What follows belongs to an exercise in optimizing a design on an open flow for small area and a short achievable clock period; a production flow would make more cautious choices.
In this exercise RTL edits were held to simulation tests only and were not proved equivalent to the original.

===== design/flow/config.mk =====
export PLATFORM = sky130hd
export DESIGN_NAME = FP_div
export DESIGN_NICKNAME = FP_div
export VERILOG_FILES = /design/flow/design.v
export SDC_FILE = /design/flow/constraint.sdc
export NUM_CORES = 4
export LEC_CHECK = 0
export ABC_AREA = 1
export CAP_MARGIN = 60
export CORE_MARGIN = 2
export CORE_UTILIZATION = 62
export PLACE_DENSITY = 0.75
export SLEW_MARGIN = 60

===== design/flow/constraint.sdc =====
create_clock -name core_clock -period 80.0 [get_ports {clk}]
set_input_delay 16.0000 -clock core_clock [delete_from_list [all_inputs] [get_ports {clk}]]
set_output_delay 16.0000 -clock core_clock [all_outputs]
set_load 0.01 [all_outputs]

===== design/flow/design.v =====
module a_s(s_in, c_in, y, s_out, c_out, qp2, qp1, qn1, qn2);
   input  [24:0] s_in;
   input  [24:0] c_in;
   input  [22:0] y;
   output [24:0] s_out;
   output [24:0] c_out;
   output        qp2, qp1, qn1, qn2;
   wire [26:0] a = {s_in, 2'b00};
   wire [26:0] b = {c_in, 2'b00};
   a_s_sel sel(.a(a), .b(b), .y(y), .q({qp2, qp1, qn1, qn2}));
   a_s_csa csa(.a(a), .b(b), .y(y), .q({qp2, qp1, qn1, qn2}),
               .s_out(s_out), .c_out(c_out));
endmodule
module a_s_sel(a, b, y, q);
   input  [26:0] a;
   input  [26:0] b;
   input  [22:0] y;
   output [3:0]  q;
   wire [6:0] est = a[26:20] + b[26:20];
   div_nr_wsticky qds(.yt(y[22:20]), .est(est), .q(q));
endmodule
module a_s_csa(a, b, y, q, s_out, c_out);
   input  [26:0] a;
   input  [26:0] b;
   input  [22:0] y;
   input  [3:0]  q;
   output [24:0] s_out;
   output [24:0] c_out;
   wire qp2 = q[3], qp1 = q[2], qn1 = q[1], qn2 = q[0];
   wire [26:0] d1 = {3'b000, 1'b1, y};
   wire [26:0] d2 = {2'b00, 1'b1, y, 1'b0};
   wire [26:0] m = ({27{qp1}} & ~d1) | ({27{qp2}} & ~d2) | ({27{qn1}} & d1) | ({27{qn2}} & d2);
   wire [26:0] bb = {b[26:1], qp1 | qp2};
   wire [26:0] sum = a ^ bb ^ m;
   wire [26:0] cy  = (a & bb) | (a & m) | (bb & m);
   assign s_out = sum[24:0];
   assign c_out = {cy[23:0], 1'b0};
endmodule
module div_nr_wsticky(yt, est, q);
   input  [2:0] yt;
   input  [6:0] est;
   output reg [3:0] q;
   always @(*) begin
      case ({yt, est})
         10'd0: q = 4'b0000;
         10'd1: q = 4'b0000;
         10'd2: q = 4'b0000;
         10'd3: q = 4'b0000;
         10'd4: q = 4'b0100;
         10'd5: q = 4'b0100;
         10'd6: q = 4'b0100;
         10'd7: q = 4'b0100;
         10'd8: q = 4'b0100;
         10'd9: q = 4'b0100;
         10'd10: q = 4'b0100;
         10'd11: q = 4'b0100;
         10'd12: q = 4'b1000;
         10'd13: q = 4'b1000;
         10'd14: q = 4'b1000;
         10'd15: q = 4'b1000;
         10'd16: q = 4'b1000;
         10'd17: q = 4'b1000;
         10'd18: q = 4'b1000;
         10'd19: q = 4'b1000;
         10'd20: q = 4'b1000;
         10'd21: q = 4'b1000;
         10'd22: q = 4'b1000;
         10'd23: q = 4'b1000;
         10'd24: q = 4'b1000;
         10'd25: q = 4'b1000;
         10'd26: q = 4'b1000;
         10'd27: q = 4'b1000;
         10'd28: q = 4'b1000;
         10'd29: q = 4'b1000;
         10'd30: q = 4'b1000;
         10'd31: q = 4'b1000;
         10'd32: q = 4'b1000;
         10'd33: q = 4'b1000;
         10'd34: q = 4'b1000;
         10'd35: q = 4'b1000;
         10'd36: q = 4'b1000;
         10'd37: q = 4'b1000;
         10'd38: q = 4'b1000;
         10'd39: q = 4'b1000;
         10'd40: q = 4'b1000;
         10'd41: q = 4'b1000;
         10'd42: q = 4'b1000;
         10'd43: q = 4'b1000;
         10'd44: q = 4'b1000;
         10'd45: q = 4'b1000;
         10'd46: q = 4'b1000;
         10'd47: q = 4'b1000;
         10'd48: q = 4'b1000;
         10'd49: q = 4'b1000;
         10'd50: q = 4'b1000;
         10'd51: q = 4'b1000;
         10'd52: q = 4'b1000;
         10'd53: q = 4'b1000;
         10'd54: q = 4'b1000;
         10'd55: q = 4'b1000;
         10'd56: q = 4'b1000;
         10'd57: q = 4'b1000;
         10'd58: q = 4'b1000;
         10'd59: q = 4'b1000;
         10'd60: q = 4'b1000;
         10'd61: q = 4'b1000;
         10'd62: q = 4'b1000;
         10'd63: q = 4'b1000;
         10'd64: q = 4'b0001;
         10'd65: q = 4'b0001;
         10'd66: q = 4'b0001;
         10'd67: q = 4'b0001;
         10'd68: q = 4'b0001;
         10'd69: q = 4'b0001;
         10'd70: q = 4'b0001;
         10'd71: q = 4'b0001;
         10'd72: q = 4'b0001;
         10'd73: q = 4'b0001;
         10'd74: q = 4'b0001;
         10'd75: q = 4'b0001;
         10'd76: q = 4'b0001;
         10'd77: q = 4'b0001;
         10'd78: q = 4'b0001;
         10'd79: q = 4'b0001;
         10'd80: q = 4'b0001;
         10'd81: q = 4'b0001;
         10'd82: q = 4'b0001;
         10'd83: q = 4'b0001;
         10'd84: q = 4'b0001;
         10'd85: q = 4'b0001;
         10'd86: q = 4'b0001;
         10'd87: q = 4'b0001;
         10'd88: q = 4'b0001;
         10'd89: q = 4'b0001;
         10'd90: q = 4'b0001;
         10'd91: q = 4'b0001;
         10'd92: q = 4'b0001;
         10'd93: q = 4'b0001;
         10'd94: q = 4'b0001;
         10'd95: q = 4'b0001;
         10'd96: q = 4'b0001;
         10'd97: q = 4'b0001;
         10'd98: q = 4'b0001;
         10'd99: q = 4'b0001;
         10'd100: q = 4'b0001;
         10'd101: q = 4'b0001;
         10'd102: q = 4'b0001;
         10'd103: q = 4'b0001;
         10'd104: q = 4'b0001;
         10'd105: q = 4'b0001;
         10'd106: q = 4'b0001;
         10'd107: q = 4'b0001;
         10'd108: q = 4'b0001;
         10'd109: q = 4'b0001;
         10'd110: q = 4'b0001;
         10'd111: q = 4'b0001;
         10'd112: q = 4'b0001;
         10'd113: q = 4'b0001;
         10'd114: q = 4'b0001;
         10'd115: q = 4'b0010;
         10'd116: q = 4'b0010;
         10'd117: q = 4'b0010;
         10'd118: q = 4'b0010;
         10'd119: q = 4'b0010;
         10'd120: q = 4'b0010;
         10'd121: q = 4'b0010;
         10'd122: q = 4'b0010;
         10'd123: q = 4'b0010;
         10'd124: q = 4'b0000;
         10'd125: q = 4'b0000;
         10'd126: q = 4'b0000;
         10'd127: q = 4'b0000;
         10'd128: q = 4'b0000;
         10'd129: q = 4'b0000;
         10'd130: q = 4'b0000;
         10'd131: q = 4'b0000;
         10'd132: q = 4'b0100;
         10'd133: q = 4'b0100;
         10'd134: q = 4'b0100;
         10'd135: q = 4'b0100;
         10'd136: q = 4'b0100;
         10'd137: q = 4'b0100;
         10'd138: q = 4'b0100;
         10'd139: q = 4'b0100;
         10'd140: q = 4'b0100;
         10'd141: q = 4'b0100;
         10'd142: q = 4'b1000;
         10'd143: q = 4'b1000;
         10'd144: q = 4'b1000;
         10'd145: q = 4'b1000;
         10'd146: q = 4'b1000;
         10'd147: q = 4'b1000;
         10'd148: q = 4'b1000;
         10'd149: q = 4'b1000;
         10'd150: q = 4'b1000;
         10'd151: q = 4'b1000;
         10'd152: q = 4'b1000;
         10'd153: q = 4'b1000;
         10'd154: q = 4'b1000;
         10'd155: q = 4'b1000;
         10'd156: q = 4'b1000;
         10'd157: q = 4'b1000;
         10'd158: q = 4'b1000;
         10'd159: q = 4'b1000;
         10'd160: q = 4'b1000;
         10'd161: q = 4'b1000;
         10'd162: q = 4'b1000;
         10'd163: q = 4'b1000;
         10'd164: q = 4'b1000;
         10'd165: q = 4'b1000;
         10'd166: q = 4'b1000;
         10'd167: q = 4'b1000;
         10'd168: q = 4'b1000;
         10'd169: q = 4'b1000;
         10'd170: q = 4'b1000;
         10'd171: q = 4'b1000;
         10'd172: q = 4'b1000;
         10'd173: q = 4'b1000;
         10'd174: q = 4'b1000;
         10'd175: q = 4'b1000;
         10'd176: q = 4'b1000;
         10'd177: q = 4'b1000;
         10'd178: q = 4'b1000;
         10'd179: q = 4'b1000;
         10'd180: q = 4'b1000;
         10'd181: q = 4'b1000;
         10'd182: q = 4'b1000;
         10'd183: q = 4'b1000;
         10'd184: q = 4'b1000;
         10'd185: q = 4'b1000;
         10'd186: q = 4'b1000;
         10'd187: q = 4'b1000;
         10'd188: q = 4'b1000;
         10'd189: q = 4'b1000;
         10'd190: q = 4'b1000;
         10'd191: q = 4'b1000;
         10'd192: q = 4'b0001;
         10'd193: q = 4'b0001;
         10'd194: q = 4'b0001;
         10'd195: q = 4'b0001;
         10'd196: q = 4'b0001;
         10'd197: q = 4'b0001;
         10'd198: q = 4'b0001;
         10'd199: q = 4'b0001;
         10'd200: q = 4'b0001;
         10'd201: q = 4'b0001;
         10'd202: q = 4'b0001;
         10'd203: q = 4'b0001;
         10'd204: q = 4'b0001;
         10'd205: q = 4'b0001;
         10'd206: q = 4'b0001;
         10'd207: q = 4'b0001;
         10'd208: q = 4'b0001;
         10'd209: q = 4'b0001;
         10'd210: q = 4'b0001;
         10'd211: q = 4'b0001;
         10'd212: q = 4'b0001;
         10'd213: q = 4'b0001;
         10'd214: q = 4'b0001;
         10'd215: q = 4'b0001;
         10'd216: q = 4'b0001;
         10'd217: q = 4'b0001;
         10'd218: q = 4'b0001;
         10'd219: q = 4'b0001;
         10'd220: q = 4'b0001;
         10'd221: q = 4'b0001;
         10'd222: q = 4'b0001;
         10'd223: q = 4'b0001;
         10'd224: q = 4'b0001;
         10'd225: q = 4'b0001;
         10'd226: q = 4'b0001;
         10'd227: q = 4'b0001;
         10'd228: q = 4'b0001;
         10'd229: q = 4'b0001;
         10'd230: q = 4'b0001;
         10'd231: q = 4'b0001;
         10'd232: q = 4'b0001;
         10'd233: q = 4'b0001;
         10'd234: q = 4'b0001;
         10'd235: q = 4'b0001;
         10'd236: q = 4'b0001;
         10'd237: q = 4'b0001;
         10'd238: q = 4'b0001;
         10'd239: q = 4'b0001;
         10'd240: q = 4'b0001;
         10'd241: q = 4'b0010;
         10'd242: q = 4'b0010;
         10'd243: q = 4'b0010;
         10'd244: q = 4'b0010;
         10'd245: q = 4'b0010;
         10'd246: q = 4'b0010;
         10'd247: q = 4'b0010;
         10'd248: q = 4'b0010;
         10'd249: q = 4'b0010;
         10'd250: q = 4'b0000;
         10'd251: q = 4'b0000;
         10'd252: q = 4'b0000;
         10'd253: q = 4'b0000;
         10'd254: q = 4'b0000;
         10'd255: q = 4'b0000;
         10'd256: q = 4'b0000;
         10'd257: q = 4'b0000;
         10'd258: q = 4'b0000;
         10'd259: q = 4'b0000;
         10'd260: q = 4'b0100;
         10'd261: q = 4'b0100;
         10'd262: q = 4'b0100;
         10'd263: q = 4'b0100;
         10'd264: q = 4'b0100;
         10'd265: q = 4'b0100;
         10'd266: q = 4'b0100;
         10'd267: q = 4'b0100;
         10'd268: q = 4'b0100;
         10'd269: q = 4'b0100;
         10'd270: q = 4'b0100;
         10'd271: q = 4'b1000;
         10'd272: q = 4'b1000;
         10'd273: q = 4'b1000;
         10'd274: q = 4'b1000;
         10'd275: q = 4'b1000;
         10'd276: q = 4'b1000;
         10'd277: q = 4'b1000;
         10'd278: q = 4'b1000;
         10'd279: q = 4'b1000;
         10'd280: q = 4'b1000;
         10'd281: q = 4'b1000;
         10'd282: q = 4'b1000;
         10'd283: q = 4'b1000;
         10'd284: q = 4'b1000;
         10'd285: q = 4'b1000;
         10'd286: q = 4'b1000;
         10'd287: q = 4'b1000;
         10'd288: q = 4'b1000;
         10'd289: q = 4'b1000;
         10'd290: q = 4'b1000;
         10'd291: q = 4'b1000;
         10'd292: q = 4'b1000;
         10'd293: q = 4'b1000;
         10'd294: q = 4'b1000;
         10'd295: q = 4'b1000;
         10'd296: q = 4'b1000;
         10'd297: q = 4'b1000;
         10'd298: q = 4'b1000;
         10'd299: q = 4'b1000;
         10'd300: q = 4'b1000;
         10'd301: q = 4'b1000;
         10'd302: q = 4'b1000;
         10'd303: q = 4'b1000;
         10'd304: q = 4'b1000;
         10'd305: q = 4'b1000;
         10'd306: q = 4'b1000;
         10'd307: q = 4'b1000;
         10'd308: q = 4'b1000;
         10'd309: q = 4'b1000;
         10'd310: q = 4'b1000;
         10'd311: q = 4'b1000;
         10'd312: q = 4'b1000;
         10'd313: q = 4'b1000;
         10'd314: q = 4'b1000;
         10'd315: q = 4'b1000;
         10'd316: q = 4'b1000;
         10'd317: q = 4'b1000;
         10'd318: q = 4'b1000;
         10'd319: q = 4'b1000;
         10'd320: q = 4'b0001;
         10'd321: q = 4'b0001;
         10'd322: q = 4'b0001;
         10'd323: q = 4'b0001;
         10'd324: q = 4'b0001;
         10'd325: q = 4'b0001;
         10'd326: q = 4'b0001;
         10'd327: q = 4'b0001;
         10'd328: q = 4'b0001;
         10'd329: q = 4'b0001;
         10'd330: q = 4'b0001;
         10'd331: q = 4'b0001;
         10'd332: q = 4'b0001;
         10'd333: q = 4'b0001;
         10'd334: q = 4'b0001;
         10'd335: q = 4'b0001;
         10'd336: q = 4'b0001;
         10'd337: q = 4'b0001;
         10'd338: q = 4'b0001;
         10'd339: q = 4'b0001;
         10'd340: q = 4'b0001;
         10'd341: q = 4'b0001;
         10'd342: q = 4'b0001;
         10'd343: q = 4'b0001;
         10'd344: q = 4'b0001;
         10'd345: q = 4'b0001;
         10'd346: q = 4'b0001;
         10'd347: q = 4'b0001;
         10'd348: q = 4'b0001;
         10'd349: q = 4'b0001;
         10'd350: q = 4'b0001;
         10'd351: q = 4'b0001;
         10'd352: q = 4'b0001;
         10'd353: q = 4'b0001;
         10'd354: q = 4'b0001;
         10'd355: q = 4'b0001;
         10'd356: q = 4'b0001;
         10'd357: q = 4'b0001;
         10'd358: q = 4'b0001;
         10'd359: q = 4'b0001;
         10'd360: q = 4'b0001;
         10'd361: q = 4'b0001;
         10'd362: q = 4'b0001;
         10'd363: q = 4'b0001;
         10'd364: q = 4'b0001;
         10'd365: q = 4'b0001;
         10'd366: q = 4'b0001;
         10'd367: q = 4'b0001;
         10'd368: q = 4'b0010;
         10'd369: q = 4'b0010;
         10'd370: q = 4'b0010;
         10'd371: q = 4'b0010;
         10'd372: q = 4'b0010;
         10'd373: q = 4'b0010;
         10'd374: q = 4'b0010;
         10'd375: q = 4'b0010;
         10'd376: q = 4'b0010;
         10'd377: q = 4'b0010;
         10'd378: q = 4'b0000;
         10'd379: q = 4'b0000;
         10'd380: q = 4'b0000;
         10'd381: q = 4'b0000;
         10'd382: q = 4'b0000;
         10'd383: q = 4'b0000;
         10'd384: q = 4'b0000;
         10'd385: q = 4'b0000;
         10'd386: q = 4'b0000;
         10'd387: q = 4'b0000;
         10'd388: q = 4'b0100;
         10'd389: q = 4'b0100;
         10'd390: q = 4'b0100;
         10'd391: q = 4'b0100;
         10'd392: q = 4'b0100;
         10'd393: q = 4'b0100;
         10'd394: q = 4'b0100;
         10'd395: q = 4'b0100;
         10'd396: q = 4'b0100;
         10'd397: q = 4'b0100;
         10'd398: q = 4'b0100;
         10'd399: q = 4'b0100;
         10'd400: q = 4'b1000;
         10'd401: q = 4'b1000;
         10'd402: q = 4'b1000;
         10'd403: q = 4'b1000;
         10'd404: q = 4'b1000;
         10'd405: q = 4'b1000;
         10'd406: q = 4'b1000;
         10'd407: q = 4'b1000;
         10'd408: q = 4'b1000;
         10'd409: q = 4'b1000;
         10'd410: q = 4'b1000;
         10'd411: q = 4'b1000;
         10'd412: q = 4'b1000;
         10'd413: q = 4'b1000;
         10'd414: q = 4'b1000;
         10'd415: q = 4'b1000;
         10'd416: q = 4'b1000;
         10'd417: q = 4'b1000;
         10'd418: q = 4'b1000;
         10'd419: q = 4'b1000;
         10'd420: q = 4'b1000;
         10'd421: q = 4'b1000;
         10'd422: q = 4'b1000;
         10'd423: q = 4'b1000;
         10'd424: q = 4'b1000;
         10'd425: q = 4'b1000;
         10'd426: q = 4'b1000;
         10'd427: q = 4'b1000;
         10'd428: q = 4'b1000;
         10'd429: q = 4'b1000;
         10'd430: q = 4'b1000;
         10'd431: q = 4'b1000;
         10'd432: q = 4'b1000;
         10'd433: q = 4'b1000;
         10'd434: q = 4'b1000;
         10'd435: q = 4'b1000;
         10'd436: q = 4'b1000;
         10'd437: q = 4'b1000;
         10'd438: q = 4'b1000;
         10'd439: q = 4'b1000;
         10'd440: q = 4'b1000;
         10'd441: q = 4'b1000;
         10'd442: q = 4'b1000;
         10'd443: q = 4'b1000;
         10'd444: q = 4'b1000;
         10'd445: q = 4'b1000;
         10'd446: q = 4'b1000;
         10'd447: q = 4'b1000;
         10'd448: q = 4'b0001;
         10'd449: q = 4'b0001;
         10'd450: q = 4'b0001;
         10'd451: q = 4'b0001;
         10'd452: q = 4'b0001;
         10'd453: q = 4'b0001;
         10'd454: q = 4'b0001;
         10'd455: q = 4'b0001;
         10'd456: q = 4'b0001;
         10'd457: q = 4'b0001;
         10'd458: q = 4'b0001;
         10'd459: q = 4'b0001;
         10'd460: q = 4'b0001;
         10'd461: q = 4'b0001;
         10'd462: q = 4'b0001;
         10'd463: q = 4'b0001;
         10'd464: q = 4'b0001;
         10'd465: q = 4'b0001;
         10'd466: q = 4'b0001;
         10'd467: q = 4'b0001;
         10'd468: q = 4'b0001;
         10'd469: q = 4'b0001;
         10'd470: q = 4'b0001;
         10'd471: q = 4'b0001;
         10'd472: q = 4'b0001;
         10'd473: q = 4'b0001;
         10'd474: q = 4'b0001;
         10'd475: q = 4'b0001;
         10'd476: q = 4'b0001;
         10'd477: q = 4'b0001;
         10'd478: q = 4'b0001;
         10'd479: q = 4'b0001;
         10'd480: q = 4'b0001;
         10'd481: q = 4'b0001;
         10'd482: q = 4'b0001;
         10'd483: q = 4'b0001;
         10'd484: q = 4'b0001;
         10'd485: q = 4'b0001;
         10'd486: q = 4'b0001;
         10'd487: q = 4'b0001;
         10'd488: q = 4'b0001;
         10'd489: q = 4'b0001;
         10'd490: q = 4'b0001;
         10'd491: q = 4'b0001;
         10'd492: q = 4'b0001;
         10'd493: q = 4'b0001;
         10'd494: q = 4'b0010;
         10'd495: q = 4'b0010;
         10'd496: q = 4'b0010;
         10'd497: q = 4'b0010;
         10'd498: q = 4'b0010;
         10'd499: q = 4'b0010;
         10'd500: q = 4'b0010;
         10'd501: q = 4'b0010;
         10'd502: q = 4'b0010;
         10'd503: q = 4'b0010;
         10'd504: q = 4'b0010;
         10'd505: q = 4'b0010;
         10'd506: q = 4'b0000;
         10'd507: q = 4'b0000;
         10'd508: q = 4'b0000;
         10'd509: q = 4'b0000;
         10'd510: q = 4'b0000;
         10'd511: q = 4'b0000;
         10'd512: q = 4'b0000;
         10'd513: q = 4'b0000;
         10'd514: q = 4'b0000;
         10'd515: q = 4'b0000;
         10'd516: q = 4'b0000;
         10'd517: q = 4'b0000;
         10'd518: q = 4'b0100;
         10'd519: q = 4'b0100;
         10'd520: q = 4'b0100;
         10'd521: q = 4'b0100;
         10'd522: q = 4'b0100;
         10'd523: q = 4'b0100;
         10'd524: q = 4'b0100;
         10'd525: q = 4'b0100;
         10'd526: q = 4'b0100;
         10'd527: q = 4'b0100;
         10'd528: q = 4'b0100;
         10'd529: q = 4'b0100;
         10'd530: q = 4'b1000;
         10'd531: q = 4'b1000;
         10'd532: q = 4'b1000;
         10'd533: q = 4'b1000;
         10'd534: q = 4'b1000;
         10'd535: q = 4'b1000;
         10'd536: q = 4'b1000;
         10'd537: q = 4'b1000;
         10'd538: q = 4'b1000;
         10'd539: q = 4'b1000;
         10'd540: q = 4'b1000;
         10'd541: q = 4'b1000;
         10'd542: q = 4'b1000;
         10'd543: q = 4'b1000;
         10'd544: q = 4'b1000;
         10'd545: q = 4'b1000;
         10'd546: q = 4'b1000;
         10'd547: q = 4'b1000;
         10'd548: q = 4'b1000;
         10'd549: q = 4'b1000;
         10'd550: q = 4'b1000;
         10'd551: q = 4'b1000;
         10'd552: q = 4'b1000;
         10'd553: q = 4'b1000;
         10'd554: q = 4'b1000;
         10'd555: q = 4'b1000;
         10'd556: q = 4'b1000;
         10'd557: q = 4'b1000;
         10'd558: q = 4'b1000;
         10'd559: q = 4'b1000;
         10'd560: q = 4'b1000;
         10'd561: q = 4'b1000;
         10'd562: q = 4'b1000;
         10'd563: q = 4'b1000;
         10'd564: q = 4'b1000;
         10'd565: q = 4'b1000;
         10'd566: q = 4'b1000;
         10'd567: q = 4'b1000;
         10'd568: q = 4'b1000;
         10'd569: q = 4'b1000;
         10'd570: q = 4'b1000;
         10'd571: q = 4'b1000;
         10'd572: q = 4'b1000;
         10'd573: q = 4'b1000;
         10'd574: q = 4'b1000;
         10'd575: q = 4'b1000;
         10'd576: q = 4'b0001;
         10'd577: q = 4'b0001;
         10'd578: q = 4'b0001;
         10'd579: q = 4'b0001;
         10'd580: q = 4'b0001;
         10'd581: q = 4'b0001;
         10'd582: q = 4'b0001;
         10'd583: q = 4'b0001;
         10'd584: q = 4'b0001;
         10'd585: q = 4'b0001;
         10'd586: q = 4'b0001;
         10'd587: q = 4'b0001;
         10'd588: q = 4'b0001;
         10'd589: q = 4'b0001;
         10'd590: q = 4'b0001;
         10'd591: q = 4'b0001;
         10'd592: q = 4'b0001;
         10'd593: q = 4'b0001;
         10'd594: q = 4'b0001;
         10'd595: q = 4'b0001;
         10'd596: q = 4'b0001;
         10'd597: q = 4'b0001;
         10'd598: q = 4'b0001;
         10'd599: q = 4'b0001;
         10'd600: q = 4'b0001;
         10'd601: q = 4'b0001;
         10'd602: q = 4'b0001;
         10'd603: q = 4'b0001;
         10'd604: q = 4'b0001;
         10'd605: q = 4'b0001;
         10'd606: q = 4'b0001;
         10'd607: q = 4'b0001;
         10'd608: q = 4'b0001;
         10'd609: q = 4'b0001;
         10'd610: q = 4'b0001;
         10'd611: q = 4'b0001;
         10'd612: q = 4'b0001;
         10'd613: q = 4'b0001;
         10'd614: q = 4'b0001;
         10'd615: q = 4'b0001;
         10'd616: q = 4'b0001;
         10'd617: q = 4'b0001;
         10'd618: q = 4'b0001;
         10'd619: q = 4'b0001;
         10'd620: q = 4'b0010;
         10'd621: q = 4'b0010;
         10'd622: q = 4'b0010;
         10'd623: q = 4'b0010;
         10'd624: q = 4'b0010;
         10'd625: q = 4'b0010;
         10'd626: q = 4'b0010;
         10'd627: q = 4'b0010;
         10'd628: q = 4'b0010;
         10'd629: q = 4'b0010;
         10'd630: q = 4'b0010;
         10'd631: q = 4'b0010;
         10'd632: q = 4'b0000;
         10'd633: q = 4'b0000;
         10'd634: q = 4'b0000;
         10'd635: q = 4'b0000;
         10'd636: q = 4'b0000;
         10'd637: q = 4'b0000;
         10'd638: q = 4'b0000;
         10'd639: q = 4'b0000;
         10'd640: q = 4'b0000;
         10'd641: q = 4'b0000;
         10'd642: q = 4'b0000;
         10'd643: q = 4'b0000;
         10'd644: q = 4'b0000;
         10'd645: q = 4'b0000;
         10'd646: q = 4'b0100;
         10'd647: q = 4'b0100;
         10'd648: q = 4'b0100;
         10'd649: q = 4'b0100;
         10'd650: q = 4'b0100;
         10'd651: q = 4'b0100;
         10'd652: q = 4'b0100;
         10'd653: q = 4'b0100;
         10'd654: q = 4'b0100;
         10'd655: q = 4'b0100;
         10'd656: q = 4'b0100;
         10'd657: q = 4'b0100;
         10'd658: q = 4'b0100;
         10'd659: q = 4'b0100;
         10'd660: q = 4'b1000;
         10'd661: q = 4'b1000;
         10'd662: q = 4'b1000;
         10'd663: q = 4'b1000;
         10'd664: q = 4'b1000;
         10'd665: q = 4'b1000;
         10'd666: q = 4'b1000;
         10'd667: q = 4'b1000;
         10'd668: q = 4'b1000;
         10'd669: q = 4'b1000;
         10'd670: q = 4'b1000;
         10'd671: q = 4'b1000;
         10'd672: q = 4'b1000;
         10'd673: q = 4'b1000;
         10'd674: q = 4'b1000;
         10'd675: q = 4'b1000;
         10'd676: q = 4'b1000;
         10'd677: q = 4'b1000;
         10'd678: q = 4'b1000;
         10'd679: q = 4'b1000;
         10'd680: q = 4'b1000;
         10'd681: q = 4'b1000;
         10'd682: q = 4'b1000;
         10'd683: q = 4'b1000;
         10'd684: q = 4'b1000;
         10'd685: q = 4'b1000;
         10'd686: q = 4'b1000;
         10'd687: q = 4'b1000;
         10'd688: q = 4'b1000;
         10'd689: q = 4'b1000;
         10'd690: q = 4'b1000;
         10'd691: q = 4'b1000;
         10'd692: q = 4'b1000;
         10'd693: q = 4'b1000;
         10'd694: q = 4'b1000;
         10'd695: q = 4'b1000;
         10'd696: q = 4'b1000;
         10'd697: q = 4'b1000;
         10'd698: q = 4'b1000;
         10'd699: q = 4'b1000;
         10'd700: q = 4'b1000;
         10'd701: q = 4'b1000;
         10'd702: q = 4'b1000;
         10'd703: q = 4'b1000;
         10'd704: q = 4'b0001;
         10'd705: q = 4'b0001;
         10'd706: q = 4'b0001;
         10'd707: q = 4'b0001;
         10'd708: q = 4'b0001;
         10'd709: q = 4'b0001;
         10'd710: q = 4'b0001;
         10'd711: q = 4'b0001;
         10'd712: q = 4'b0001;
         10'd713: q = 4'b0001;
         10'd714: q = 4'b0001;
         10'd715: q = 4'b0001;
         10'd716: q = 4'b0001;
         10'd717: q = 4'b0001;
         10'd718: q = 4'b0001;
         10'd719: q = 4'b0001;
         10'd720: q = 4'b0001;
         10'd721: q = 4'b0001;
         10'd722: q = 4'b0001;
         10'd723: q = 4'b0001;
         10'd724: q = 4'b0001;
         10'd725: q = 4'b0001;
         10'd726: q = 4'b0001;
         10'd727: q = 4'b0001;
         10'd728: q = 4'b0001;
         10'd729: q = 4'b0001;
         10'd730: q = 4'b0001;
         10'd731: q = 4'b0001;
         10'd732: q = 4'b0001;
         10'd733: q = 4'b0001;
         10'd734: q = 4'b0001;
         10'd735: q = 4'b0001;
         10'd736: q = 4'b0001;
         10'd737: q = 4'b0001;
         10'd738: q = 4'b0001;
         10'd739: q = 4'b0001;
         10'd740: q = 4'b0001;
         10'd741: q = 4'b0001;
         10'd742: q = 4'b0001;
         10'd743: q = 4'b0001;
         10'd744: q = 4'b0001;
         10'd745: q = 4'b0001;
         10'd746: q = 4'b0001;
         10'd747: q = 4'b0001;
         10'd748: q = 4'b0010;
         10'd749: q = 4'b0010;
         10'd750: q = 4'b0010;
         10'd751: q = 4'b0010;
         10'd752: q = 4'b0010;
         10'd753: q = 4'b0010;
         10'd754: q = 4'b0010;
         10'd755: q = 4'b0010;
         10'd756: q = 4'b0010;
         10'd757: q = 4'b0010;
         10'd758: q = 4'b0010;
         10'd759: q = 4'b0010;
         10'd760: q = 4'b0000;
         10'd761: q = 4'b0000;
         10'd762: q = 4'b0000;
         10'd763: q = 4'b0000;
         10'd764: q = 4'b0000;
         10'd765: q = 4'b0000;
         10'd766: q = 4'b0000;
         10'd767: q = 4'b0000;
         10'd768: q = 4'b0000;
         10'd769: q = 4'b0000;
         10'd770: q = 4'b0000;
         10'd771: q = 4'b0000;
         10'd772: q = 4'b0000;
         10'd773: q = 4'b0000;
         10'd774: q = 4'b0000;
         10'd775: q = 4'b0000;
         10'd776: q = 4'b0100;
         10'd777: q = 4'b0100;
         10'd778: q = 4'b0100;
         10'd779: q = 4'b0100;
         10'd780: q = 4'b0100;
         10'd781: q = 4'b0100;
         10'd782: q = 4'b0100;
         10'd783: q = 4'b0100;
         10'd784: q = 4'b0100;
         10'd785: q = 4'b0100;
         10'd786: q = 4'b0100;
         10'd787: q = 4'b0100;
         10'd788: q = 4'b1000;
         10'd789: q = 4'b1000;
         10'd790: q = 4'b1000;
         10'd791: q = 4'b1000;
         10'd792: q = 4'b1000;
         10'd793: q = 4'b1000;
         10'd794: q = 4'b1000;
         10'd795: q = 4'b1000;
         10'd796: q = 4'b1000;
         10'd797: q = 4'b1000;
         10'd798: q = 4'b1000;
         10'd799: q = 4'b1000;
         10'd800: q = 4'b1000;
         10'd801: q = 4'b1000;
         10'd802: q = 4'b1000;
         10'd803: q = 4'b1000;
         10'd804: q = 4'b1000;
         10'd805: q = 4'b1000;
         10'd806: q = 4'b1000;
         10'd807: q = 4'b1000;
         10'd808: q = 4'b1000;
         10'd809: q = 4'b1000;
         10'd810: q = 4'b1000;
         10'd811: q = 4'b1000;
         10'd812: q = 4'b1000;
         10'd813: q = 4'b1000;
         10'd814: q = 4'b1000;
         10'd815: q = 4'b1000;
         10'd816: q = 4'b1000;
         10'd817: q = 4'b1000;
         10'd818: q = 4'b1000;
         10'd819: q = 4'b1000;
         10'd820: q = 4'b1000;
         10'd821: q = 4'b1000;
         10'd822: q = 4'b1000;
         10'd823: q = 4'b1000;
         10'd824: q = 4'b1000;
         10'd825: q = 4'b1000;
         10'd826: q = 4'b1000;
         10'd827: q = 4'b1000;
         10'd828: q = 4'b1000;
         10'd829: q = 4'b1000;
         10'd830: q = 4'b1000;
         10'd831: q = 4'b1000;
         10'd832: q = 4'b0001;
         10'd833: q = 4'b0001;
         10'd834: q = 4'b0001;
         10'd835: q = 4'b0001;
         10'd836: q = 4'b0001;
         10'd837: q = 4'b0001;
         10'd838: q = 4'b0001;
         10'd839: q = 4'b0001;
         10'd840: q = 4'b0001;
         10'd841: q = 4'b0001;
         10'd842: q = 4'b0001;
         10'd843: q = 4'b0001;
         10'd844: q = 4'b0001;
         10'd845: q = 4'b0001;
         10'd846: q = 4'b0001;
         10'd847: q = 4'b0001;
         10'd848: q = 4'b0001;
         10'd849: q = 4'b0001;
         10'd850: q = 4'b0001;
         10'd851: q = 4'b0001;
         10'd852: q = 4'b0001;
         10'd853: q = 4'b0001;
         10'd854: q = 4'b0001;
         10'd855: q = 4'b0001;
         10'd856: q = 4'b0001;
         10'd857: q = 4'b0001;
         10'd858: q = 4'b0001;
         10'd859: q = 4'b0001;
         10'd860: q = 4'b0001;
         10'd861: q = 4'b0001;
         10'd862: q = 4'b0001;
         10'd863: q = 4'b0001;
         10'd864: q = 4'b0001;
         10'd865: q = 4'b0001;
         10'd866: q = 4'b0001;
         10'd867: q = 4'b0001;
         10'd868: q = 4'b0001;
         10'd869: q = 4'b0001;
         10'd870: q = 4'b0001;
         10'd871: q = 4'b0001;
         10'd872: q = 4'b0001;
         10'd873: q = 4'b0001;
         10'd874: q = 4'b0010;
         10'd875: q = 4'b0010;
         10'd876: q = 4'b0010;
         10'd877: q = 4'b0010;
         10'd878: q = 4'b0010;
         10'd879: q = 4'b0010;
         10'd880: q = 4'b0010;
         10'd881: q = 4'b0010;
         10'd882: q = 4'b0010;
         10'd883: q = 4'b0010;
         10'd884: q = 4'b0010;
         10'd885: q = 4'b0010;
         10'd886: q = 4'b0010;
         10'd887: q = 4'b0010;
         10'd888: q = 4'b0000;
         10'd889: q = 4'b0000;
         10'd890: q = 4'b0000;
         10'd891: q = 4'b0000;
         10'd892: q = 4'b0000;
         10'd893: q = 4'b0000;
         10'd894: q = 4'b0000;
         10'd895: q = 4'b0000;
         10'd896: q = 4'b0000;
         10'd897: q = 4'b0000;
         10'd898: q = 4'b0000;
         10'd899: q = 4'b0000;
         10'd900: q = 4'b0000;
         10'd901: q = 4'b0000;
         10'd902: q = 4'b0000;
         10'd903: q = 4'b0000;
         10'd904: q = 4'b0100;
         10'd905: q = 4'b0100;
         10'd906: q = 4'b0100;
         10'd907: q = 4'b0100;
         10'd908: q = 4'b0100;
         10'd909: q = 4'b0100;
         10'd910: q = 4'b0100;
         10'd911: q = 4'b0100;
         10'd912: q = 4'b0100;
         10'd913: q = 4'b0100;
         10'd914: q = 4'b0100;
         10'd915: q = 4'b0100;
         10'd916: q = 4'b0100;
         10'd917: q = 4'b0100;
         10'd918: q = 4'b0100;
         10'd919: q = 4'b0100;
         10'd920: q = 4'b1000;
         10'd921: q = 4'b1000;
         10'd922: q = 4'b1000;
         10'd923: q = 4'b1000;
         10'd924: q = 4'b1000;
         10'd925: q = 4'b1000;
         10'd926: q = 4'b1000;
         10'd927: q = 4'b1000;
         10'd928: q = 4'b1000;
         10'd929: q = 4'b1000;
         10'd930: q = 4'b1000;
         10'd931: q = 4'b1000;
         10'd932: q = 4'b1000;
         10'd933: q = 4'b1000;
         10'd934: q = 4'b1000;
         10'd935: q = 4'b1000;
         10'd936: q = 4'b1000;
         10'd937: q = 4'b1000;
         10'd938: q = 4'b1000;
         10'd939: q = 4'b1000;
         10'd940: q = 4'b1000;
         10'd941: q = 4'b1000;
         10'd942: q = 4'b1000;
         10'd943: q = 4'b1000;
         10'd944: q = 4'b1000;
         10'd945: q = 4'b1000;
         10'd946: q = 4'b1000;
         10'd947: q = 4'b1000;
         10'd948: q = 4'b1000;
         10'd949: q = 4'b1000;
         10'd950: q = 4'b1000;
         10'd951: q = 4'b1000;
         10'd952: q = 4'b1000;
         10'd953: q = 4'b1000;
         10'd954: q = 4'b1000;
         10'd955: q = 4'b1000;
         10'd956: q = 4'b1000;
         10'd957: q = 4'b1000;
         10'd958: q = 4'b1000;
         10'd959: q = 4'b1000;
         10'd960: q = 4'b0001;
         10'd961: q = 4'b0001;
         10'd962: q = 4'b0001;
         10'd963: q = 4'b0001;
         10'd964: q = 4'b0001;
         10'd965: q = 4'b0001;
         10'd966: q = 4'b0001;
         10'd967: q = 4'b0001;
         10'd968: q = 4'b0001;
         10'd969: q = 4'b0001;
         10'd970: q = 4'b0001;
         10'd971: q = 4'b0001;
         10'd972: q = 4'b0001;
         10'd973: q = 4'b0001;
         10'd974: q = 4'b0001;
         10'd975: q = 4'b0001;
         10'd976: q = 4'b0001;
         10'd977: q = 4'b0001;
         10'd978: q = 4'b0001;
         10'd979: q = 4'b0001;
         10'd980: q = 4'b0001;
         10'd981: q = 4'b0001;
         10'd982: q = 4'b0001;
         10'd983: q = 4'b0001;
         10'd984: q = 4'b0001;
         10'd985: q = 4'b0001;
         10'd986: q = 4'b0001;
         10'd987: q = 4'b0001;
         10'd988: q = 4'b0001;
         10'd989: q = 4'b0001;
         10'd990: q = 4'b0001;
         10'd991: q = 4'b0001;
         10'd992: q = 4'b0001;
         10'd993: q = 4'b0001;
         10'd994: q = 4'b0001;
         10'd995: q = 4'b0001;
         10'd996: q = 4'b0001;
         10'd997: q = 4'b0001;
         10'd998: q = 4'b0001;
         10'd999: q = 4'b0001;
         10'd1000: q = 4'b0010;
         10'd1001: q = 4'b0010;
         10'd1002: q = 4'b0010;
         10'd1003: q = 4'b0010;
         10'd1004: q = 4'b0010;
         10'd1005: q = 4'b0010;
         10'd1006: q = 4'b0010;
         10'd1007: q = 4'b0010;
         10'd1008: q = 4'b0010;
         10'd1009: q = 4'b0010;
         10'd1010: q = 4'b0010;
         10'd1011: q = 4'b0010;
         10'd1012: q = 4'b0010;
         10'd1013: q = 4'b0010;
         10'd1014: q = 4'b0010;
         10'd1015: q = 4'b0010;
         10'd1016: q = 4'b0000;
         10'd1017: q = 4'b0000;
         10'd1018: q = 4'b0000;
         10'd1019: q = 4'b0000;
         10'd1020: q = 4'b0000;
         10'd1021: q = 4'b0000;
         10'd1022: q = 4'b0000;
         10'd1023: q = 4'b0000;
         default: q = 4'b0000;
      endcase
   end
endmodule
module FP_div(FP_A, FP_B, clk, ce, FP_Z);
   localparam K = 2;
   input  [31:0] FP_A;
   input  [31:0] FP_B;
   input         clk;
   input         ce;
   output [31:0] FP_Z;
   reg    [31:0] FP_Z;
   wire [24:0]  s1, c1;
   wire [K-1:0] p2_1, p1_1, n1_1, n2_1;
   wire [1:0]   cls1;
   wire         sign1;
   wire [7:0]   exp1;
   wire [3:0]   qk1;
   fp_div_s1 #(K) st1(.FP_A(FP_A), .FP_B(FP_B), .s(s1), .c(c1), .qk(qk1),
                      .p2(p2_1), .p1(p1_1), .n1(n1_1), .n2(n2_1),
                      .cls(cls1), .sign(sign1), .expo(exp1));
   reg [24:0]  s_r, c_r;
   reg [22:0]  y_r;
   reg [K-1:0] p2_r, p1_r, n1_r, n2_r;
   reg [1:0]   cls_r;
   reg         sign_r;
   reg [7:0]   exp_r;
   reg [3:0]   qk_r;
   always @(posedge clk) begin
      if (ce) begin
         qk_r <= qk1;
         s_r <= s1;
         c_r <= c1;
         y_r <= FP_B[22:0];
         p2_r <= p2_1;
         p1_r <= p1_1;
         n1_r <= n1_1;
         n2_r <= n2_1;
         cls_r <= cls1;
         sign_r <= sign1;
         exp_r <= exp1;
      end
   end
   wire [31:0] z;
   fp_div_s2 #(K) st2(.s(s_r), .c(c_r), .qk(qk_r), .y(y_r), .p2(p2_r), .p1(p1_r), .n1(n1_r), .n2(n2_r),
                      .cls(cls_r), .sign(sign_r), .expo(exp_r), .z(z));
   always @(posedge clk)
      if (ce)
         FP_Z <= z;
endmodule
module fp_div_s1(FP_A, FP_B, s, c, qk, p2, p1, n1, n2, cls, sign, expo);
   parameter K = 2;
   input  [31:0]  FP_A;
   input  [31:0]  FP_B;
   output [24:0]  s, c;
   output [3:0]   qk;
   output [K-1:0] p2, p1, n1, n2;
   output [1:0]   cls;
   output         sign;
   output [7:0]   expo;
   wire [7:0] ea = FP_A[30:23];
   wire [7:0] eb = FP_B[30:23];
   wire fa_z = (FP_A[22:0] == 23'd0);
   wire fb_z = (FP_B[22:0] == 23'd0);
   wire nan1  = (&ea & ~fa_z) | (&eb & ~fb_z);
   wire inf1  = (&ea) | (&eb) | (eb == 8'd0);
   wire zero1 = (ea == 8'd0) & fa_z;
   wire hi = (FP_A[22:0] >= FP_B[22:0]);
   wire [8:0] en = {1'b0, ea} - {1'b0, eb} + 9'd126 + {8'd0, hi};
   wire ovf = (en[8:7] == 2'b10) | (en == 9'd255);
   wire unf = (en[8:7] == 2'b11) | (en[7:0] == 8'd0);
   assign cls = nan1 ? 2'd3 : (inf1 | ovf) ? 2'd2 : (zero1 | unf) ? 2'd1 : 2'd0;
   assign sign = FP_A[31] ^ FP_B[31];
   assign expo = en[7:0];
   wire [24:0] sr [1:K];
   wire [24:0] cr [1:K];
   wire [26:0] x4 = hi ? {3'b000, 1'b1, FP_A[22:0]} : {2'b00, 1'b1, FP_A[22:0], 1'b0};
   wire [3:0]  q0;
   a_s_sel sel0(.a(x4), .b(27'd0), .y(FP_B[22:0]), .q(q0));
   a_s_csa csa0(.a(x4), .b(27'd0), .y(FP_B[22:0]), .q(q0), .s_out(sr[1]), .c_out(cr[1]));
   assign {p2[K-1], p1[K-1], n1[K-1], n2[K-1]} = q0;
   genvar i;
   generate
      for (i = 1; i < K; i = i + 1) begin : row
         a_s r(.s_in(sr[i]), .c_in(cr[i]), .y(FP_B[22:0]),
               .s_out(sr[i+1]), .c_out(cr[i+1]),
               .qp2(p2[K-1-i]), .qp1(p1[K-1-i]), .qn1(n1[K-1-i]), .qn2(n2[K-1-i]));
      end
   endgenerate
   assign s = sr[K];
   assign c = cr[K];
   a_s_sel selk(.a({sr[K], 2'b00}), .b({cr[K], 2'b00}), .y(FP_B[22:0]), .q(qk));
endmodule
module fp_div_s2(s, c, qk, y, p2, p1, n1, n2, cls, sign, expo, z);
   parameter K = 2;
   input  [24:0]  s, c;
   input  [3:0]   qk;
   input  [22:0]  y;
   input  [K-1:0] p2, p1, n1, n2;
   input  [1:0]   cls;
   input          sign;
   input  [7:0]   expo;
   output [31:0]  z;
   wire [24:0] sr [0:13-K];
   wire [24:0] cr [0:13-K];
   wire [12-K:0] p2_2, p1_2, n1_2, n2_2;
   assign sr[0] = s;
   assign cr[0] = c;
   genvar i;
   assign {p2_2[12-K], p1_2[12-K], n1_2[12-K], n2_2[12-K]} = qk;
   a_s_csa r0(.a({sr[0], 2'b00}), .b({cr[0], 2'b00}), .y(y), .q(qk), .s_out(sr[1]), .c_out(cr[1]));
   generate
      for (i = 1; i < 13 - K; i = i + 1) begin : row
         a_s r(.s_in(sr[i]), .c_in(cr[i]), .y(y),
               .s_out(sr[i+1]), .c_out(cr[i+1]),
               .qp2(p2_2[12-K-i]), .qp1(p1_2[12-K-i]), .qn1(n1_2[12-K-i]), .qn2(n2_2[12-K-i]));
      end
   endgenerate
   wire [12:0] a2 = {p2, p2_2}, a1 = {p1, p1_2}, b1 = {n1, n1_2}, b2 = {n2, n2_2};
   wire [25:0] qp, qn;
   generate
      for (i = 0; i < 13; i = i + 1) begin : dig
         assign qp[2*i+1:2*i] = {a2[i], a1[i]};
         assign qn[2*i+1:2*i] = {b2[i], b1[i]};
      end
   endgenerate
   wire [24:0] w = sr[13-K] + cr[13-K];
   wire [25:0] q0 = qp - qn;
   wire [25:0] q1 = qp - qn + 26'd1;
   wire [22:0] man = w[24] ? q0[23:1] : q1[23:1];
   reg [30:0] zz;
   always @(*) begin
      case (cls)
         2'd3: zz = {8'hff, 23'h400000};
         2'd2: zz = {8'hff, 23'd0};
         2'd1: zz = 31'd0;
         default: zz = {expo, man};
      endcase
   end
   assign z = {sign, zz};
endmodule

===== design/flow/flow/run.sh =====
#!/bin/bash
# The standard layout, except that synthesis does not extract full and half
# adders into the library's adder cells (ADDER_MAP_FILE empty): the adder
# cells are slow, and they cut the logic into pieces that ABC maps one by one,
# so ABC can not see the real critical paths.  Everything else, including the
# synthesis script, is the standard flow's own.  make's output goes to standard.log; the
# ORFS tools keep their own logs under orfs/logs.
set -euo pipefail
bash standard.sh ADDER_MAP_FILE= finish > standard.log 2>&1

===== design/flow/standard.sh =====
#!/bin/bash
# synth_recipe.tcl (not shown) runs the flow's synth.tcl, then flattens the netlist and writes it again
# the make line also repeats each setting of config.mk as NAME=value (left out here)
make -C /OpenROAD-flow-scripts/flow DESIGN_CONFIG=/design/flow/config.mk WORK_HOME=/design/flow/orfs CLKGATE_MAP_FILE= SYNTH_SCRIPT=/design/flow/synth_recipe.tcl "${@:-finish}"

==> run summary, run 1 <==
status=complete, no violations; Setup Fix Bufs, Post-CTS=0; post-synth top area share=0.181; HPWL Detailed=86000 um; CP startpoint kind=input port; CP startpoint=FP_B[20]; CP endpoint kind=register; via count=about 40000; Crit Path Category=in -> reg; Tmin final=between 20 and 30 ns; Core Box Area=~57000 um^2; GPL Wtd Cong=0.949; vias in the first global route=about 35000; Setup violations, final=0; Pins Over Slew Limit=0; Clock Sinks=roughly 120; first-pass iteration count of the detailed router=8; Detail Route Antenna Nets=0; number of synthesized flops with an enable pin=roughly 120; post_cts resized=0; Avg WL per Cell=between 15 and 20 um; Tcrit/Tclk final=0.314; layout cells sized above 1=0.188; IO Port Bufs=97; commonest cells after routing, fill and taps aside=1724 x nand2_1, 694 x inv_1, 666 x nor2_1; area grow syn2layout=2.87%; Clock transition at path regs=roughly 0.06 ns; first-pass GRT wire length=177000 um; total negative slack=0 ns; Finished Layout Cells=6972; Avg Vias per Cell=roughly 5.7; Final Hold Fails=0; CP required=between 80 and 90 ns; Crit Path Max Fanout=48; critical path endpoint=qk_r[2]; FMAX=around 40 MHz; unrepaired setup endpoints after global routing=no; Async S/R FF share, synth=0; Cells after Synth=6248; Nets=6261; Arr. time, crit path=roughly 25 ns; Root Driver=clkbuf_16; Most used DFF post-synth=edfxtp_1; r2r worst-path depth=189; Max-slew headroom=0.585; Vert. Die Dim=244 um; Inst Count DP=approximately 7000; Synthesized Nets=6314; most common cell after layout, fill and taps aside=nand2_1; Yosys top cell by area=nand2_1; std cell rows=just under 90; Syn Std Cell Area=about 36000 um^2; ant diodes=0; Clock Latency Late Sink=roughly 0.43 ns; CTS buffer count=17; hold_buf cts=0; CTS tree=done; initial antenna violation count=0; H-tree depth=4; Max Buffers Root-to-Sink=2; Starting Density=0.624; final wirelength=~110000 um; boundary pin count=98; delay of the slowest critical-path stage=~0.45 ns; syn avg cell area=5.74 um^2; Yosys warnings=4; synth top area cells=nand2_1 18%, edfxtp_1 9.9%, nand2_2 8.1%; Synth cell types=77; clock skew=0.0156 ns; Final Util=0.642; max cap viols=0; worst r2r src=y_r[18]; worst hold path class=reg -> reg; DIE AREA=59800 um^2; Seq/Total Area, Yosys=0.0988; cell mode on critical path=nand2_1; Die X-Extent=244 um; R2R Path End=FP_Z[22]; GRT Total Usage=0.356; worst slew pin tran=0.620 ns; Seq cells post-synth=approximately 120; reg2reg setup slack=about 55 ns; pin count of the biggest net entering global routing=78; Detailed Route Iter0 Violations=~3600; drt drc=0; CP max-delay cell=clkdlybuf4s50_1; gr ovfl total=0
worst max-delay path, delay by kind of cell:
kind | cells | cell delay [ns]
xor+xnor | 2 | 0.59
simple gates | 30 | 3.45
compound gates | 13 | 2.52
buf+inv | 15 | 2.69
synth_stat cells (9+ instances only):
library cell and count:
o21ai_0 257, or2_2 59, nor4_1 16, o21bai_1 15, buf_6 29, a21oi_1 220
a21oi_2 22, inv_4 15, nand2_4 125, nand2_2 465, or3_1 9, nor2_1 668
o22ai_1 130, a211oi_1 18, nand3_1 410, inv_2 70, edfxtp_1 118, nand3b_1 16
nor2_4 23, nor3_1 59, xor2_1 150, nand2_1 1726, buf_2 9, clkbuf_1 77
o21ai_2 24, clkinv_1 23, nor2_2 79, xnor2_1 66, inv_1 708, nand3_2 127
a21boi_1 9, o21ai_1 53, o211ai_1 19, clkbuf_8 87, nand4_1 144, a221oi_1 87
worst min path at each step:
stage                 from  endpoint  slack (ns)  cells past startpoint
global placement    sign_r  FP_Z[31]        0.40                      0
detailed placement  sign_r  FP_Z[31]        0.41                      0
finish              sign_r  FP_Z[31]        0.42                      0
floorplan           sign_r  FP_Z[31]        0.40                      0
CTS                 sign_r  FP_Z[31]        0.42                      0
global route        sign_r  FP_Z[31]        0.44                      0
cell families after synthesis:
group / after synthesis / synth area share
adders and majority gates: 2 / 0.000558
AOI/OAI and AO/OA: 904 / 0.155
DFF: 118 / 0.0988
xor gates and xnor gates: 222 / 0.0555
buffers and inverters: 1051 / 0.145
and+or+nand+nor: 3951 / 0.544
per-stage QoR:
stage          hold WS [ns]  instance area [um^2]  setup slack, ns
3_5_place_dp          0.405                 36200            54.36
2_1_floorplan         0.400                 35900            56.96
4_1_cts               0.417                 36800            54.80
6_report              0.423                 36900            54.88
3_3_place_gp          0.401                 36100            54.07
5_1_grt               0.439                 36900            52.69
flip-flops by register name (all words and copies together) (netlist names):
register and flops:
s_r 23, y_r 23, n2_r 1, sign_r 1
p2_r 1, p1_r 1, n1_r 1, exp_r 8
cls_r 2, qk_r 4, c_r 21, FP_Z 32
layout make-up:
cell class / instances / area, um^2
Inverter: 828 / 3190
Clock inverter: 13 / 183
Fill cell: 5691 / 20600
Tap cell: 765 / 957
Clock buffer: 18 / 429
Timing Repair Buffer: 151 / 1450
Multi-Input combinational cell: 5079 / 27100
Sequential cell: 118 / 3540
layer usage:
metal	part of all wire	vias to the layer above	GRT usage	routed length, um
li1	-	20100	-	-
met1	0.43	17800	0.465	46800
met2	0.46	1577	0.601	49900
met3	0.081	262	0.0350	8840
met4	0.038	0	0.145	4170
met5	0	-	0	0
==> run 2: changes to the inputs <==
--- a/design/flow/config.mk
+++ b/design/flow/config.mk
@@ -8,6 +8,6 @@
 export ABC_AREA = 1
-export CAP_MARGIN = 60
+export CAP_MARGIN = 40
 export CORE_MARGIN = 2
-export CORE_UTILIZATION = 62
-export PLACE_DENSITY = 0.75
-export SLEW_MARGIN = 60
+export CORE_UTILIZATION = 55
+export PLACE_DENSITY = 0.7
+export SLEW_MARGIN = 40
==> run 2 against run 1 <==
Against the previous run:
- cell count grew 1.2%
- final area shrank 0.12%
- synthesized cell count did not move
- clock skew fell by 0.0079 ns
==> run summary, run 2 <==
most common cell in the netlist=nand2_1; cell mode on critical path=nand2_1; Final Util=0.571 (-0.0703); synth top area cells=nand2_1 18%, edfxtp_1 9.9%, nand2_2 8.1%; number of synthesized flops with an enable pin=118 (unchanged); most common cell after layout, fill and taps aside=nand2_1; Nets=6256 (-0.080%); status=complete, no violations; Tcrit/Tclk final=0.322 (+0.00810); R2R Path End=FP_Z[7]; drt drc=0 (unchanged); via count=39300 (-1.1%); Detail Route Antenna Nets=0 (unchanged); post_cts resized=0 (unchanged); IO Port Bufs=97 (unchanged); Avg WL per Cell=15.6 um (-0.90%); worst hold path class=reg -> reg; Hold Crit Depth=0 (unchanged); CP endpoint kind=register; Final Hold Fails=0 (unchanged); first-pass GRT wire length=179000 um (+1.1%); CP max-delay cell=inv_1; total negative slack=0 ns (unchanged); Synth cell types=77 (unchanged); area grow syn2layout=2.74%; Detailed Route Iter0 Violations=3642 (+0.28%); clock skew=0.00771 ns (-0.00789 ns); worst slew pin tran=0.872 ns (+0.252 ns); initial antenna violation count=1 (+1); boundary pin count=98 (unchanged); Synthesized Nets=6314 (unchanged); commonest cells after routing, fill and taps aside=1726 x nand2_1, 708 x inv_1, 667 x nor2_1; CP required=80.19 ns (about the same); final wirelength=110000 um (+0.32%); gr ovfl total=0 (unchanged); Tmin final=25.77 ns (+0.648 ns); GPL Wtd Cong=0.924 (-2.7%); Crit Path Max Fanout=47 (-2.1%); GRT Total Usage=0.319 (-0.0367); Yosys warnings=4 (unchanged); largest registers=FP_Z: 32 flops, s_r: 23 flops, y_r: 23 flops; Cells after Synth=6248 (unchanged); pin count of the biggest net entering global routing=77 (-1.3%); Root Driver=clkbuf_16; Seq cells post-synth=118 (unchanged); Crit Path Category=in -> reg; CTS buffer count=17 (unchanged); hold_buf cts=0 (unchanged); Setup violations, final=0 (unchanged); most flop-heavy register=FP_Z; unrepaired setup endpoints after global routing=no; Clock transition at path regs=0.07 ns (about the same); vias in the first global route=35100 (-0.90%); Async S/R FF share, synth=0 (unchanged); Avg Vias per Cell=5.57 (-2.3%); Max Buffers Root-to-Sink=2 (unchanged); HPWL Detailed=87600 um (+1.9%); CP startpoint kind=input port; Pins Over Slew Limit=0 (unchanged); r2r worst-path depth=186 (-1.6%); first-pass iteration count of the detailed router=6 (-2); ant diodes=0 (unchanged); H-tree depth=4 (unchanged); hold endpoint=FP_Z[31]; max cap viols=0 (unchanged); Max-slew headroom=0.416 (-0.169); Hold Crit Start=sign_r; Post-synth top cells=1726 x nand2_1, 708 x inv_1, 668 x nor2_1, 465 x nand2_2, 410 x nand3_1; Clock Latency Late Sink=0.43 ns (about the same); worst r2r src=y_r[19]; syn avg cell area=5.74 um^2 (unchanged); reg2reg setup slack=54.78 ns (-0.22 ns); Setup Fix Bufs, Post-CTS=0 (unchanged); layout cells sized above 1=0.183 (-0.00407); FMAX=38.8 MHz (-2.5%); Seq/Total Area, Yosys=0.0988 (unchanged); post-synth top area share=0.181 (unchanged); std cell rows=93 (+5.7%); delay of the slowest critical-path stage=0.62 ns (+0.17 ns); Starting Density=0.556 (-0.0676); Syn Std Cell Area=35900 um^2 (unchanged); CTS tree=done; Arr. time, crit path=25.96 ns (+0.66 ns); DIE AREA=67200 um^2 (+13%); Die X-Extent=259 um (+6.1%); max reg flops=32 (unchanged); Most used DFF post-synth=edfxtp_1; Clock Sinks=118 (unchanged); Yosys top cell by area=nand2_1; Vert. Die Dim=259 um (+6.1%); Core Box Area=64500 um^2 (+12%)
[run 2: cell counts after synthesis]
Identical to the previous run, type by type.
[run 2: worst max-delay path by stage]
stage               slack (ns)        to      from
floorplan                56.96   qk_r[2]  FP_B[20]
global placement         53.73   qk_r[2]  FP_B[20]
detailed placement       53.75   qk_r[2]  FP_B[20]
CTS                      54.21   qk_r[2]  FP_B[20]
global route             52.30  FP_Z[13]   y_r[19]
finish                   54.23   qk_r[2]  FP_B[20]
[run 2: critical path, delay by kind of cell]
kind                      cells  cell delay (ns)
buffers and inverters        16             3.24
AOI/OAI and AO/OA            14             3.03
and+or+nand+nor              28             2.95
xor gates and xnor gates      2             0.75
[run 2: metrics by stage]
step / instance area (um^2) / setup WS (ns) / hold slack [ns] / instances
2_1_floorplan: 35900 / 56.96 / 0.400 / 6248
3_3_place_gp: 36200 / 53.73 / 0.405 / 7026
3_5_place_dp: 36200 / 53.75 / 0.424 / 7026
4_1_cts: 36800 / 54.21 / 0.439 / 7058
5_1_grt: 36800 / 52.30 / 0.440 / 7058
6_report: 36800 / 54.23 / 0.431 / 7058
[run 2: kinds of logic after synthesis]
group,share of synthesized area
xor gates and xnor gates,0.0555
and+or+nand+nor,0.544
DFF,0.0988
adders and majority gates,0.000558
buffers and inverters,0.145
AOI/OAI and AO/OA,0.155
[run 2: layer usage]
metal  vias up  global-route usage  wire length (um)
met5         -                   0                13
met2      1336               0.542             50300
met1     17700               0.429             49100
met4         2               0.102              3470
li1      20100                   -                 -
met3       200              0.0244              7170
[run 2: cell type report]
type                       count  area (um^2)
clock buffer                  17          425
timing repair buffer         146         1340
sequential                   118         3540
fill                        6745        27600
inverter                     828         3190
tap                          855         1070
multi-input combinational   5079        27100
clock inverter                15          168
==> run 3: changes to the inputs <==
--- a/design/flow/config.mk
+++ b/design/flow/config.mk
@@ -8,3 +8,3 @@
 export ABC_AREA = 1
-export CAP_MARGIN = 40
+export CAP_MARGIN = 60
 export CORE_MARGIN = 2
@@ -12,2 +12,2 @@
 export PLACE_DENSITY = 0.7
-export SLEW_MARGIN = 40
+export SLEW_MARGIN = 60
==> run 3 against run 2 <==
Against the previous run:
- still clean
- global-route usage is 0.058 points lower
- via count grew 0.52%
- fmax rose by 2.1%
- final area grew 0.40%
- cell count is essentially flat
- worst setup slack improved by 0.52 ns
- flip-flop and latch count stayed put
- count of clock-buffer cells in the layout did not move
- register-to-register slack improved by 0.34 ns
- die area is the same
- critical path type unchanged
- critical endpoint unchanged
==> run summary, run 3 <==
status=complete, no violations; CP Buf/Inv Count=14 (-2); drt drc=0 (unchanged); final wirelength=110000 um (+0.16%); Cells after Synth=6248 (unchanged); syn avg cell area=5.74 um^2 (unchanged); Syn Std Cell Area=35900 um^2 (unchanged); Crit Path Category=in -> reg; CP startpoint kind=input port; Tcrit/Tclk final=0.316 (-0.00651); Synth cell types=77 (unchanged); pin count of the biggest net entering global routing=77 (unchanged); gr ovfl total=0 (unchanged); worst hold path class=reg -> reg; GPL Wtd Cong=0.924 (unchanged); CP endpoint kind=register; first-pass iteration count of the detailed router=6 (unchanged); Detailed Route Iter0 Violations=3520 (-3.3%); global routing's busiest layer=met2; ant diodes=0 (unchanged); Finished Layout Cells=7065 (+0.099%); met1 Use GR=0.429 (+0.000840); most common cell in the netlist=nand2_1; number of synthesized flops with an enable pin=118 (unchanged); HPWL Detailed=87600 um (about the same); Most used DFF post-synth=edfxtp_1; initial antenna violation count=0 (-1); Setup Fix Bufs, Post-CTS=0 (unchanged); Arr. time, crit path=25.43 ns (-0.53 ns); Async S/R FF share, synth=0 (unchanged); Clock Latency Late Sink=0.42 ns (about the same); Root Driver=clkbuf_16; post_cts resized=0 (unchanged); cell mode on critical path=nand2_1; unrepaired setup endpoints after global routing=no; worst slew pin tran=0.577 ns (-0.295 ns); layout cells sized above 1=0.188 (+0.00446); Final Hold Fails=0 (unchanged); Crit Path Max Fanout=47 (unchanged); CTS buffer count=17 (unchanged); Avg WL per Cell=15.6 um (about the same); CTS tree=done; Tmin final=25.25 ns (-0.520 ns); hold_buf cts=0 (unchanged); Nets=6263 (+0.11%); met3 track demand over resource=0.0207 (-0.00371); area grow syn2layout=3.15%; std cell rows=93 (unchanged); FMAX=39.6 MHz (+2.1%); H-tree depth=4 (unchanged); largest registers=FP_Z: 32 flops, s_r: 23 flops, y_r: 23 flops; Vert. Die Dim=259 um (unchanged); Synthesized Nets=6314 (unchanged); most flop-heavy register=FP_Z; Max Buffers Root-to-Sink=2 (unchanged); Starting Density=0.556 (unchanged); Avg Vias per Cell=5.60 (+0.42%); Seq/Total Area, Yosys=0.0988 (unchanged); max reg flops=32 (unchanged); Pins Over Slew Limit=0 (unchanged); boundary pin count=98 (unchanged); placed cell areas=36300 um^2 (+0.29%); Post-synth top cells=1726 x nand2_1, 708 x inv_1, 668 x nor2_1, 465 x nand2_2, 410 x nand3_1; clock skew=0.0121 ns (+0.00439 ns); Max-slew headroom=0.615 (+0.199); post-synth top area share=0.181 (unchanged); Core Box Area=64500 um^2 (unchanged); commonest cells after routing, fill and taps aside=1724 x nand2_1, 697 x inv_1, 665 x nor2_1; GRT Total Usage=0.319 (-0.000577); max cap viols=0 (unchanged); Clock transition at path regs=0.07 ns (about the same); Detail Route Antenna Nets=0 (unchanged); Yosys warnings=4 (unchanged); CP required=80.18 ns (about the same); delay of the slowest critical-path stage=0.47 ns (-0.15 ns); Setup violations, final=0 (unchanged); Die X-Extent=259 um (unchanged); most common cell after layout, fill and taps aside=nand2_1; met2 usage=0.542 (about the same); Yosys top cell by area=nand2_1; first-pass GRT wire length=178000 um (-0.16%); Seq cells post-synth=118 (unchanged); DIE AREA=67200 um^2 (unchanged); synth top area cells=nand2_1 18%, edfxtp_1 9.9%, nand2_2 8.1%; via count=39500 (+0.52%); total negative slack=0 ns (unchanged); delay-heaviest family, CP=simple AND/OR/NAND/NOR gates; Inst Count DP=7032 (+0.085%); Final Util=0.574 (+0.00227); CP max-delay cell=o21ai_0; IO Port Bufs=97 (unchanged); reg2reg setup slack=55.12 ns (+0.34 ns); Design Area, Final=37000 um^2 (+0.40%); Clock Sinks=118 (unchanged); vias in the first global route=35000 (-0.15%)
## run 3: stage by stage
stage	hold WS (ns)	setup slack [ns]
after CTS	0.444	54.84
after global placement	0.405	53.73
after detailed placement	0.424	54.40
after floorplan	0.400	56.96
after global routing	0.445	52.75
final	0.437	54.75
## run 3: worst register-to-register path, delay by kind of cell, from the launching register on
kind	cells	cell delay, ns
AOI/OAI and AO/OA	8	1.84
xor gates and xnor gates	1	0.12
DFF	1	0.32
and+or+nand+nor	159	19.76
buffers and inverters	17	2.57
## run 3: final cells by class
cell class | count | area [um^2]
flip-flops and latches | 118 | 3540
fillers | 6659 | 27500
clock inverters | 15 | 169
clock buffers | 17 | 425
inverters | 828 | 3190
repair buffers | 153 | 1450
multi-input cells | 5079 | 27100
well taps | 855 | 1070
## run 3: logic make-up after synthesis
family                   share of synthesized area
adder cells (fa/ha/maj)                   0.000558
AO/OA/AOI/OAI                                0.155
XOR/XNOR                                    0.0555
buffers and inverters                        0.145
AND/OR/NAND/NOR                              0.544
flip-flops                                  0.0988
## run 3: worst paths after layout
check                                 to  cells past startpoint     start
worst max-delay path             qk_r[2]                     58  FP_B[20]
worst min-delay path            FP_Z[31]                      0    sign_r
worst min register to register  FP_Z[31]                      0    sign_r
worst max register to register  FP_Z[22]                    185   y_r[19]
## run 3: layer usage
layer / vias up / wire (um) / part of all wire
li1: 20100 / - / -
met1: 17800 / 49000 / 0.44
met2: 1386 / 50700 / 0.46
met3: 203 / 7090 / 0.064
met4: 0 / 3430 / 0.031
met5: - / 0 / 0

-- port drivers added, routing unchanged --
The results above use ideal ports. As a check the final layouts listed here were re-extracted and re-timed, cells and wires unchanged.
Step 1 assumes that a clkbuf_16 drives the clock port and a buf_2 every other input.
Step 2 also shifts input and output timing later by t, the mid clock arrival at the registers, as if the neighbouring blocks saw the same clock.
Slacks: ideal ports / drivers / drivers and shift; pairs: ideal ports / drivers.
| run | shift t [ns] | setup WS [ns] | latest minus earliest clock arrival (ns) | worst register clock-pin slew, ns | cell pins on the clock port's net |
|---|---|---|---|---|---|
| run 1 | 0.464 | 54.882 / 54.906 / 54.442 | 0.020 / 0.020 | 0.06 / 0.06 | 1 |
| run 2 | 0.476 | 54.234 / 54.259 / 53.783 | 0.011 / 0.012 | 0.07 / 0.07 | 1 |
| run 3 | 0.463 | 54.754 / 54.776 / 54.313 | 0.018 / 0.018 | 0.07 / 0.07 | 1 |
After both steps setup and hold are still met in every run listed. The setup slack of run 2, which loses most, moves by +0.025 ns with the drivers and by -0.451 ns with both steps.
